Context: an optimization exercise on an open-source flow, tuned for small area and a short achievable clock period. The choices shown serve that exercise and are no tape-out recipe. Where RTL was checked, it was by simulation tests only, not by an equivalence proof against the original. Power is estimated from default activity; no workload was simulated.

==> flow/design.v <==
`timescale 1ns / 1ps
module conv3x3 #(
    parameter int PIXEL_WIDTH = 8,
    parameter int IMAGE_WIDTH = 64
) (
    input  logic                   clk,
    input  logic                   rst_n,
    input  logic [PIXEL_WIDTH-1:0] pixel_in,
    input  logic                   valid_in,
    output logic [PIXEL_WIDTH-1:0] edge_out,
    output logic                   valid_out
);
  localparam int W = IMAGE_WIDTH;
  localparam int PW = PIXEL_WIDTH;
  localparam int DEPTH = 2 * W + 1;   
  localparam int CW = 6;   
  logic [DEPTH*PW-1:0] lb;
  always_ff @(posedge clk) begin
    if (valid_in) lb <= {lb[(DEPTH-1)*PW-1:0], pixel_in};
  end
  logic [CW-1:0] col;
  logic [1:0] line;
  logic warm;
  always_ff @(posedge clk or negedge rst_n) begin
    if (!rst_n) begin
      col  <= '0;
      line <= '0;
      warm <= 1'b0;
    end else if (valid_in) begin
      col <= col + 1'b1;
      if (&col && !line[1]) line <= line + 1'b1;
      if (line[1] && col == CW'(2)) warm <= 1'b1;
    end
  end
  assign valid_out = valid_in & warm;
  logic n1, n0;
  assign n1 = ~&col;
  assign n0 = n1 & (col != '0);
  logic [7:0] w12, w02, w01, w20, w10, w00, w21;
  assign w12 = lb[(W-2)*PW+:PW];
  assign w02 = lb[(2*W-2)*PW+:PW];
  assign w01 = n1 ? lb[(2*W-1)*PW+:PW] : '0;
  assign w20 = n0 ? lb[(0)*PW+:PW] : '0;
  assign w10 = n0 ? lb[(W)*PW+:PW] : '0;
  assign w00 = n0 ? lb[(2*W)*PW+:PW] : '0;
  assign w21 = n1 ? pixel_in : '0;
  logic [7:0] zs1, zc1;
  logic [8:0] zs2, zc2, zs3, zc3;
  assign zs1 = w12 ^ ~w00 ^ ~w10;
  assign zc1 = (w12 & ~w00) | (w12 & ~w10) | (~w00 & ~w10);
  sobel_csa #(9) u_z2 (
      .a({1'b0, zs1}),
      .b({zc1, 1'b1}),
      .c({1'b0, ~w01}),
      .s(zs2),
      .co(zc2)
  );
  sobel_csa #(9) u_z3 (
      .a(zs2),
      .b({zc2[7:0], 1'b1}),
      .c({1'b0, w21}),
      .s(zs3),
      .co(zc3)
  );
  logic [10:0] z_nxt;
  assign z_nxt = 11'(zs3) + {1'b0, zc3, 1'b1};
  logic [7:0] us1, uc1, us2, uc2;
  logic [8:0] us3, uc3;
  logic [9:0] us4, uc4;
  assign us1 = w12 ^ w02 ^ w01;
  assign uc1 = (w12 & w02) | (w12 & w01) | (w02 & w01);
  assign us2 = ~w10 ^ ~w20 ^ us1;
  assign uc2 = (~w10 & ~w20) | (~w10 & us1) | (~w20 & us1);
  sobel_csa #(9) u_u3 (
      .a({1'b0, us2}),
      .b({uc1, 1'b1}),
      .c({uc2, 1'b1}),
      .s(us3),
      .co(uc3)
  );
  sobel_csa #(10) u_u4 (
      .a({1'b0, us3}),
      .b({uc3, 1'b0}),
      .c({2'b00, ~w21}),
      .s(us4),
      .co(uc4)
  );
  logic [10:0] u_nxt;
  assign u_nxt = 11'(us4) + {uc4, 1'b1};
  logic [10:0] z, u;   
  always_ff @(posedge clk) begin
    if (valid_in) begin
      z <= z_nxt;
      u <= u_nxt;
    end
  end
  logic [10:0] xs, xc, ys, yc;
  sobel_csa #(11) u_gx (
      .a ({3'b010, pixel_in}),
      .b (z),
      .c (u),
      .s (xs),
      .co(xc)
  );
  sobel_csa #(11) u_gy (
      .a ({3'b000, pixel_in}),
      .b (z),
      .c (~u),
      .s (ys),
      .co(yc)
  );
  logic xco, yco;
  sobel_co #(11) u_sx (
      .a  (xs),
      .b  ({xc[9:0], 1'b0}),
      .co (xco)
  );
  sobel_co #(11) u_sy (
      .a  (ys),
      .b  ({yc[9:0], 1'b1}),
      .co (yco)
  );
  logic sx, sy;
  assign sx = ~xc[10] & ~xco;
  assign sy = ~yc[10] & ~yco;
  logic [6:0] zm1, ua;
  logic usat;
  assign zm1 = 7'(z[6:0] - 7'd1);
  sobel_abs u_abs (
      .x   (u),
      .xa  (ua),
      .xsat(usat)
  );
  logic [10:0] v;
  logic [6:0] vm1;
  logic vsat;
  logic [6:0] half;
  assign v    = 11'(pixel_in) + z;
  assign vm1  = pixel_in[6:0] + zm1;
  assign vsat = (v >= 11'd896) || (v <= 11'd640);
  assign half = (sx == sy) ? (sx ? ~vm1 : v[6:0]) : ua;
  always_ff @(posedge clk) begin
    if (valid_in) edge_out <= (usat || vsat) ? 8'd255 : {half, 1'b0};
  end
endmodule
module sobel_csa #(
    parameter int N = 8
) (
    input  logic [N-1:0] a,
    input  logic [N-1:0] b,
    input  logic [N-1:0] c,
    output logic [N-1:0] s,
    output logic [N-1:0] co
);
  assign s  = a ^ b ^ c;
  assign co = (a & b) | (a & c) | (b & c);
endmodule
module sobel_co #(
    parameter int N = 11
) (
    input  logic [N-1:0] a,
    input  logic [N-1:0] b,
    output logic         co
);
  logic [N:0] sum;
  assign sum = (N + 1)'(a) + (N + 1)'(b);
  assign co  = sum[N];
endmodule
module sobel_abs (
    input  logic [10:0] x,
    output logic [ 6:0] xa,
    output logic        xsat
);
  assign xa   = (x >= 11'd768) ? x[6:0] : 7'(-x[6:0]);
  assign xsat = (x >= 11'd896) || (x <= 11'd640);
endmodule
`timescale 1ns / 1ps
module sobel_filter #(
    parameter int PIXEL_WIDTH = 8,
    parameter int IMAGE_WIDTH = 64
) (
    input  logic                   clk,
    input  logic                   rst_n,
    input  logic [PIXEL_WIDTH-1:0] pixel_in,
    input  logic                   valid_in,
    output logic [PIXEL_WIDTH-1:0] edge_out,
    output logic                   valid_out
);
  conv3x3 #(
      .PIXEL_WIDTH(PIXEL_WIDTH),
      .IMAGE_WIDTH(IMAGE_WIDTH)
  ) u_core (
      .clk      (clk),
      .rst_n    (rst_n),
      .pixel_in (pixel_in),
      .valid_in (valid_in),
      .edge_out (edge_out),
      .valid_out(valid_out)
  );
endmodule
export LEC_CHECK = 0
export CAP_MARGIN = 20
export CORE_MARGIN = 2
export CORE_UTILIZATION = 70
export PLACE_DENSITY = 0.8
export SLEW_MARGIN = 20
export SYNTH_HIERARCHICAL = 1
export SYNTH_MINIMUM_KEEP_SIZE = 0
create_clock -name core_clock -period 12.0 [get_ports {clk}]
standard.sh (not shown) runs the stock make flow with config.mk's settings and CLKGATE_MAP_FILE= SYNTH_SCRIPT=/design/flow/synth_recipe.tcl, a recipe that flattens the netlist after the stock synthesis.
==> flow/flow/run.sh <==
#!/bin/bash
set -euo pipefail
bash standard.sh SETUP_SLACK_MARGIN=7 MATCH_CELL_FOOTPRINT=0 \
  'BUFFER_PORTS_ARGS=-buffer_cell sky130_fd_sc_hd__buf_2' \
  'CTS_ARGS=-sink_clustering_enable -repair_clock_nets -sink_clustering_size 16 -sink_clustering_max_diameter 60 -buf_list sky130_fd_sc_hd__clkbuf_8 -dont_use_dummy_load' \
  finish > standard_flow.log 2>&1
Rerun with:
Settings changed: CAP_MARGIN 20 to 5, SLEW_MARGIN 20 to 5.
Outcome: First-iteration DRC count stays the same. Core utilization does not change. Global-route usage is unchanged. Flip-flop and latch count is unchanged. Non-clock buffer count is unchanged. Sequential share of layout area does not change.
Rerun with:
Settings changed: CAP_MARGIN 5 to 20, CORE_UTILIZATION 70 to 60, PLACE_DENSITY 0.8 to 0.7, SLEW_MARGIN 5 to 20.
=> Wire length shrinks by 8.0%; total power shrinks by 0.32%; hold slack is worse by 0.027 ns.
Rerun with:
Settings changed: SYNTH_HIERARCHICAL 1 to unset, SYNTH_MINIMUM_KEEP_SIZE 0 to unset.
Effect: Total power shrinks by 2.1%. Final area drops by 0.60%. Synthesized area is about the same. Die area barely changes. First-iteration DRC count shrinks by 5.8%. Non-clock buffer count came out lower by 2. Critical path depth stays the same.
Rerun with:
==> flow/flow/run.sh (replaced) <==
#!/bin/bash
set -euo pipefail
bash standard.sh SETUP_SLACK_MARGIN=7 MATCH_CELL_FOOTPRINT=0 \
  'BUFFER_PORTS_ARGS=-buffer_cell sky130_fd_sc_hd__buf_2' \
  'CTS_ARGS=-sink_clustering_enable -repair_clock_nets -sink_clustering_size 18 -sink_clustering_max_diameter 55 -buf_list sky130_fd_sc_hd__clkbuf_8 -dont_use_dummy_load' \
  "IO_CONSTRAINTS=$PWD/flow/io.tcl" \
  finish > standard_flow.log 2>&1
==> flow/flow/io.tcl (new file) <==
# Keep valid_in and valid_out next to each other on the die edge: the only
# path between them is the combinational valid_in -> valid_out one.
set_io_pin_constraint -group -order -pin_names {valid_in valid_out}
Settings changed: CORE_UTILIZATION 60 to 70, PLACE_DENSITY 0.7 to 0.8, SYNTH_HIERARCHICAL set to 1, SYNTH_MINIMUM_KEEP_SIZE set to 0.
After rerunning: The new run completed with no timing, DRC or antenna violations; total power goes up slightly; die area goes down by roughly a tenth; routed wire length goes up by a few percent; non-clock buffer count goes down by 10; via count goes down slightly; sequential share of layout area goes up by 0.27 points; flip-flop and latch count does not change; worst hold slack got worse by 0.041 ns; cell area goes down slightly; clock-buffer cell count goes down by 7.

RTL: the design.v shown in full above, as it stands there.
export LEC_CHECK = 0
export CAP_MARGIN = 20
export CORE_MARGIN = 2
export CORE_UTILIZATION = 70
export PLACE_DENSITY = 0.8
export SLEW_MARGIN = 20
create_clock -name core_clock -period 12.0 [get_ports {clk}]
==> flow/flow/run.sh <==
#!/bin/bash
set -euo pipefail
bash standard.sh SETUP_SLACK_MARGIN=7 MATCH_CELL_FOOTPRINT=0 \
  'BUFFER_PORTS_ARGS=-buffer_cell sky130_fd_sc_hd__buf_2' \
  'CTS_ARGS=-sink_clustering_enable -repair_clock_nets -sink_clustering_size 18 -sink_clustering_max_diameter 55 -buf_list sky130_fd_sc_hd__clkbuf_8 -dont_use_dummy_load' \
  finish > standard_flow.log 2>&1
The first run went through all stages and came out clean.
Next try:
--- a/flow/flow/run.sh
+++ b/flow/flow/run.sh
@@ -5,0 +6 @@
+  "IO_CONSTRAINTS=$PWD/flow/io.tcl" \
==> flow/flow/io.tcl (new file) <==
# Keep valid_in and valid_out next to each other on the die edge: the only
# path between them is the combinational valid_in -> valid_out one.
set_io_pin_constraint -group -order -pin_names {valid_in valid_out}
- wire length shrinks by 1.9%
- cell count barely changes
- setup slack gains 0.049 ns
- global-route usage drops by 0.47 points
Next try:
==> flow/flow/run.sh (replaced) <==
#!/bin/bash
set -euo pipefail
bash standard.sh SETUP_SLACK_MARGIN=7 MATCH_CELL_FOOTPRINT=0 \
  'BUFFER_PORTS_ARGS=-buffer_cell sky130_fd_sc_hd__buf_2' finish > standard_flow.log 2>&1
- CORE_UTILIZATION: 70 -> 60
- CTS_BUF_LIST: unset -> sky130_fd_sc_hd__clkbuf_8
- CTS_CLUSTER_DIAMETER: unset -> 60
- CTS_CLUSTER_SIZE: unset -> 16
- PLACE_DENSITY: 0.8 -> 0.7
- SYNTH_HIERARCHICAL: unset -> 1
- SYNTH_MINIMUM_KEEP_SIZE: unset -> 0
removed: flow/flow/io.tcl
Outcome: The new run finished clean; die area climbs by about 17%; sequential power rises by about 0.9%; worst setup slack degrades by 0.0074 ns; synthesized area hardly moves; via count is lower by about 0.8%; cell area rose by 1.8%; flip-flop and latch count is unchanged; first-iteration DRC count falls by about 5.6%; routed wire length shrinks by 3.3%; total power goes up by 4.5%.
Next try:
==> flow/flow/run.sh (replaced) <==
#!/bin/bash
set -euo pipefail
bash standard.sh SETUP_SLACK_MARGIN=7 MATCH_CELL_FOOTPRINT=0 \
  'BUFFER_PORTS_ARGS=-buffer_cell sky130_fd_sc_hd__buf_2' \
  'CTS_ARGS=-sink_clustering_enable -repair_clock_nets -sink_clustering_size 16 -sink_clustering_max_diameter 60 -buf_list sky130_fd_sc_hd__clkbuf_8 -dont_use_dummy_load' \
  finish > standard_flow.log 2>&1
- CORE_UTILIZATION: 60 -> 70
- CTS_BUF_LIST: sky130_fd_sc_hd__clkbuf_8 -> unset
- CTS_CLUSTER_DIAMETER: 60 -> unset
- CTS_CLUSTER_SIZE: 16 -> unset
- PLACE_DENSITY: 0.7 -> 0.8
- SYNTH_HIERARCHICAL: 1 -> unset
- SYNTH_MINIMUM_KEEP_SIZE: 0 -> unset
What happened: The changed run ran to the end with no violations; routed wire length increases by 6.1%; total power decreases by 3.4%; hold slack improved by 0.0040 ns; synthesized area is about the same; sequential share of layout area is higher by 1.2 points; design area came out lower by 1.5%.

Another version of the RTL of sobel_filter (not shown whole).
Size in the first run: roughly 1600 cells after synthesis, roughly 1100 flip-flops, ~20 I/O pins, about 36000 um^2 of cells after synthesis.
==> flow/config.mk <==
export PLATFORM = sky130hd
export DESIGN_NAME = sobel_filter
export DESIGN_NICKNAME = sobel_filter
export VERILOG_FILES = /design/flow/design.v
export SDC_FILE = /design/flow/constraint.sdc
export NUM_CORES = 4
export LEC_CHECK = 0
export CAP_MARGIN = 20
export CORE_MARGIN = 2
export CORE_UTILIZATION = 40
export CTS_BUF_LIST = sky130_fd_sc_hd__clkbuf_16
export CTS_CLUSTER_DIAMETER = 80
export CTS_CLUSTER_SIZE = 30
export SLEW_MARGIN = 20
==> flow/constraint.sdc <==
create_clock -name core_clock -period 12.0 [get_ports {clk}]
set_input_delay 2.4000 -clock core_clock [delete_from_list [all_inputs] [get_ports {clk}]]
set_output_delay 2.4000 -clock core_clock [all_outputs]
set_load 0.01 [all_outputs]
==> flow/flow/run.sh <==
#!/bin/bash
set -euo pipefail
bash standard.sh SETUP_SLACK_MARGIN=7 finish > standard_flow.log 2>&1
The baseline completed with no timing, DRC or antenna violations.
Edit:
==> flow/flow/run.sh (replaced) <==
#!/bin/bash
set -euo pipefail
bash standard.sh SETUP_SLACK_MARGIN=7 MATCH_CELL_FOOTPRINT=0 \
  'BUFFER_PORTS_ARGS=-buffer_cell sky130_fd_sc_hd__buf_2' finish > standard_flow.log 2>&1
Settings changed: CORE_UTILIZATION 40 to 60, CTS_BUF_LIST sky130_fd_sc_hd__clkbuf_16 to sky130_fd_sc_hd__clkbuf_8, CTS_CLUSTER_DIAMETER 80 to 60, CTS_CLUSTER_SIZE 30 to 16, PLACE_DENSITY set to 0.7.
What happened: Hold slack gets worse by 12 ps. Via count rises slightly. First-iteration DRC count decreases by a little under a tenth. Final area fell by a few percent. Sequential power hardly moves.
Edit:
==> flow/flow/run.sh (replaced) <==
#!/bin/bash
set -euo pipefail
bash standard.sh SETUP_SLACK_MARGIN=7 finish > standard_flow.log 2>&1
Settings changed: CORE_UTILIZATION 60 to 40, PLACE_DENSITY 0.7 to unset.
- final area goes up by 2.2%
- core utilization goes down by 21 points
- combinational power goes up by about 4%
- routed wire length grows by 2.1%
- die area grows by 49%
- first-iteration DRC count came out lower by 2.5%
- non-clock buffer count shrinks by 1
No functional check of the RTL was part of any run of this note.

== onyx ==
Another version of the RTL of sobel_filter (not shown whole).
Size: about 1800 cells after synthesis, ~1100 flip-flops, roughly 20 I/O pins, about 0.037 mm² of cells after synthesis.
export LEC_CHECK = 0
export CAP_MARGIN = 20
export CORE_MARGIN = 2
export CORE_UTILIZATION = 60
export CTS_BUF_LIST = sky130_fd_sc_hd__clkbuf_16
export CTS_CLUSTER_DIAMETER = 50
export CTS_CLUSTER_SIZE = 32
export PLACE_DENSITY = 0.7
export SLEW_MARGIN = 20
export SYNTH_HIERARCHICAL = 1
export SYNTH_MINIMUM_KEEP_SIZE = 0
create_clock -name core_clock -period 12.0 [get_ports {clk}]
==> flow/flow/run.sh <==
#!/bin/bash
set -euo pipefail
bash standard.sh SETUP_SLACK_MARGIN=7 finish > standard_flow.log 2>&1
Input-level comparison between maple and onyx:
Settings: CTS_CLUSTER_DIAMETER changed from 50 to 60; CTS_BUF_LIST changed from sky130_fd_sc_hd__clkbuf_16 to sky130_fd_sc_hd__clkbuf_8; PLACE_DENSITY removed (was 0.7); CORE_UTILIZATION changed from 60 to 40; CTS_CLUSTER_SIZE changed from 32 to 16.
### Flow results
maple reached the final stage; the timing, design-rule and antenna checks on its layout passed. Between maple and onyx, the difference in delay of the slowest cell on the worst path is negligible. Going from onyx to maple, tap cell count +417; combinational power share now sits higher. maple against onyx; count of clock-buffer cells in the layout is up by a little under 10%. Changes observed in maple relative to onyx: filler cell count increased by 4078 relative to the old numbers, total of cells resized after clock tree synthesis increased by 3 relative to the old numbers, detailed-route wire length up about 6%.
diff inputs: maple => ember
Settings: CTS_CLUSTER_DIAMETER removed (was 60); SETUP_SLACK_MARGIN newly set to 5; CTS_CLUSTER_SIZE changed from 16 to 30; CTS_BUF_LIST changed from sky130_fd_sc_hd__clkbuf_8 to sky130_fd_sc_hd__clkbuf_4 sky130_fd_sc_hd__clkbuf_8.
==> flow/run.sh (new file) <==
#!/bin/bash
# synth_recipe.tcl (not shown) runs the flow's synth.tcl, then flattens the netlist and writes it again
# the make line also repeats each setting of config.mk as NAME=value (left out here)
make -C /OpenROAD-flow-scripts/flow DESIGN_CONFIG=/design/flow/config.mk WORK_HOME=/design/flow/orfs CLKGATE_MAP_FILE= SYNTH_SCRIPT=/design/flow/synth_recipe.tcl finish
removed: flow/flow/run.sh
removed: flow/standard.sh
### Flow results
From maple to ember the numbers moved as follows: layout overhead on the synthesized area rose 3.9 points; fraction of layout cells with a size suffix above 1 rose 5.6 points. Looking at headroom to the max-slew limit, ember sits 7.9 points higher than maple does. On largest fanout on the critical path: between maple and ember, it ends up higher for ember. Diff maple -> ember | ratio of final minimum period to clock period | increase of 6.3 points.
The inputs of violet differ from those of ember as listed below.
Settings: changing CTS_CLUSTER_SIZE from 30 to 16; setting CTS_CLUSTER_DIAMETER to 60 for the first time; changing CORE_UTILIZATION from 40 to 60; setting PLACE_DENSITY to 0.7 for the first time; removing SETUP_SLACK_MARGIN (formerly 5); changing CTS_BUF_LIST from sky130_fd_sc_hd__clkbuf_4 sky130_fd_sc_hd__clkbuf_8 to sky130_fd_sc_hd__clkbuf_8.
==> flow/flow/run.sh (new file) <==
#!/bin/bash
set -euo pipefail
bash standard.sh SETUP_SLACK_MARGIN=7 MATCH_CELL_FOOTPRINT=0 \
  'BUFFER_PORTS_ARGS=-buffer_cell sky130_fd_sc_hd__buf_2' finish > standard_flow.log 2>&1
==> flow/standard.sh (new file) <==
#!/bin/bash
# synth_recipe.tcl (not shown) runs the flow's synth.tcl, then flattens the netlist and writes it again
# the make line also repeats each setting of config.mk as NAME=value (left out here)
make -C /OpenROAD-flow-scripts/flow DESIGN_CONFIG=/design/flow/config.mk WORK_HOME=/design/flow/orfs CLKGATE_MAP_FILE= SYNTH_SCRIPT=/design/flow/synth_recipe.tcl "${@:-finish}"
removed: flow/run.sh
Results
violet closes out successfully: all stages finished, all timing, DRC and antenna checks passed.
Worst setup slack: violet vs ember up 0.77 ns
Compared with ember, multi-input gate area in the final layout in violet increased slightly.
In violet the total internal power turned out about 12% lower than in ember.
Of violet and ember, the lower portion of total power attributed to combinational logic belongs to ember.
Sequential share of cell area in violet is 4.4 points higher than in ember
Wire length of the first global-routing pass delta (violet − ember): favourable
### violet -> indigo
==> flow/flow/run.sh <==
#!/bin/bash
set -euo pipefail
bash standard.sh SETUP_SLACK_MARGIN=7 finish > standard_flow.log 2>&1
--- outcome ---
- Having completed the whole flow, indigo delivered a layout that passed the timing, design-rule and antenna checks.
- Die width came out exactly the same in indigo and violet.
- indigo -> violet: worst-margin pin slew flat
- Summary of the comparison: total of cells resized after clock tree synthesis is higher in indigo, relative to violet.
- There was hardly any difference in sequential share of layout area between indigo and violet.
- Between indigo and violet, the minimum clock period figures differ only marginally.
- Global-route wire length before repair on indigo is down relative to violet.
- As far as final clock period utilization by the worst path is concerned, indigo and violet perform about the same.
- In the metrics for indigo and violet, the one carrying the higher tightest hold margin is violet.
- In terms of global routing usage on met1, violet and indigo differ only marginally.

==> re-timing with driven ports <==
The flow's constraints put no driver on any port. The routed layouts listed below were extracted and timed again, unchanged, in two steps.
Step 1 assumes that a clkbuf_16 drives the clock port and a buf_2 every other input.
Step 2 also shifts input and output timing later by t, the mid clock arrival at the registers, as if the neighbouring blocks saw the same clock.
Slacks: no drivers / after step 1 / after step 2; pairs: no drivers / after step 1.
| run | shift t [ns] | setup WS [ns] | worst setup path after step 2 | latest minus earliest clock arrival (ns) |
|---|---|---|---|---|
| the first run of note 1 | 0.715 | 6.841 / 6.651 / 6.423 | input to register | 0.097 / 0.097 |
| the second run of note 1 | 0.715 | 6.841 / 6.651 / 6.423 | input to register | 0.097 / 0.097 |
| the third run of note 1 | 0.702 | 6.841 / 6.641 / 6.359 | input to register | 0.076 / 0.076 |
| the fourth run of note 1 | 0.708 | 6.814 / 6.542 / 6.303 | input to register | 0.060 / 0.060 |
| the fifth run of note 1 | 0.685 | 6.854 / 6.651 / 6.444 | input to register | 0.111 / 0.111 |
| the first run of note 2 | 0.701 | 6.800 / 6.627 / 6.360 | input to register | 0.076 / 0.076 |
| the second run of note 2 | 0.695 | 6.849 / 6.639 / 6.518 | input to register | 0.087 / 0.087 |
| the third run of note 2 | 0.736 | 6.842 / 6.636 / 6.345 | input to register | 0.038 / 0.037 |
| the fourth run of note 2 | 0.693 | 6.805 / 6.617 / 6.337 | input to register | 0.062 / 0.062 |
| the first run of note 3 | 0.667 | 6.495 / 6.488 / 5.821 | input to register | 0.036 / 0.035 |
| the second run of note 3 | 0.730 | 6.443 / 6.450 / 5.721 | input to register | 0.038 / 0.039 |
| the third run of note 3 | 0.732 | 6.573 / 6.582 / 5.859 | input to register | 0.048 / 0.048 |
| onyx | 0.681 | 6.813 / 6.573 / 6.387 | input to register | 0.031 / 0.031 |
| maple | 0.749 | 6.808 / 6.589 / 6.388 | input to register | 0.040 / 0.040 |
| ember | 0.834 | 6.051 / 6.001 / 5.974 | input to register | 0.040 / 0.040 |
| violet | 0.720 | 6.819 / 6.546 / 6.221 | input to register | 0.037 / 0.037 |
| indigo | 0.720 | 6.818 / 6.606 / 6.327 | input to register | 0.058 / 0.058 |
After both steps setup and hold are still met in every run listed. The setup slack of the second run of note 3, which loses most, moves by +0.007 ns with the drivers and by -0.722 ns with both steps.
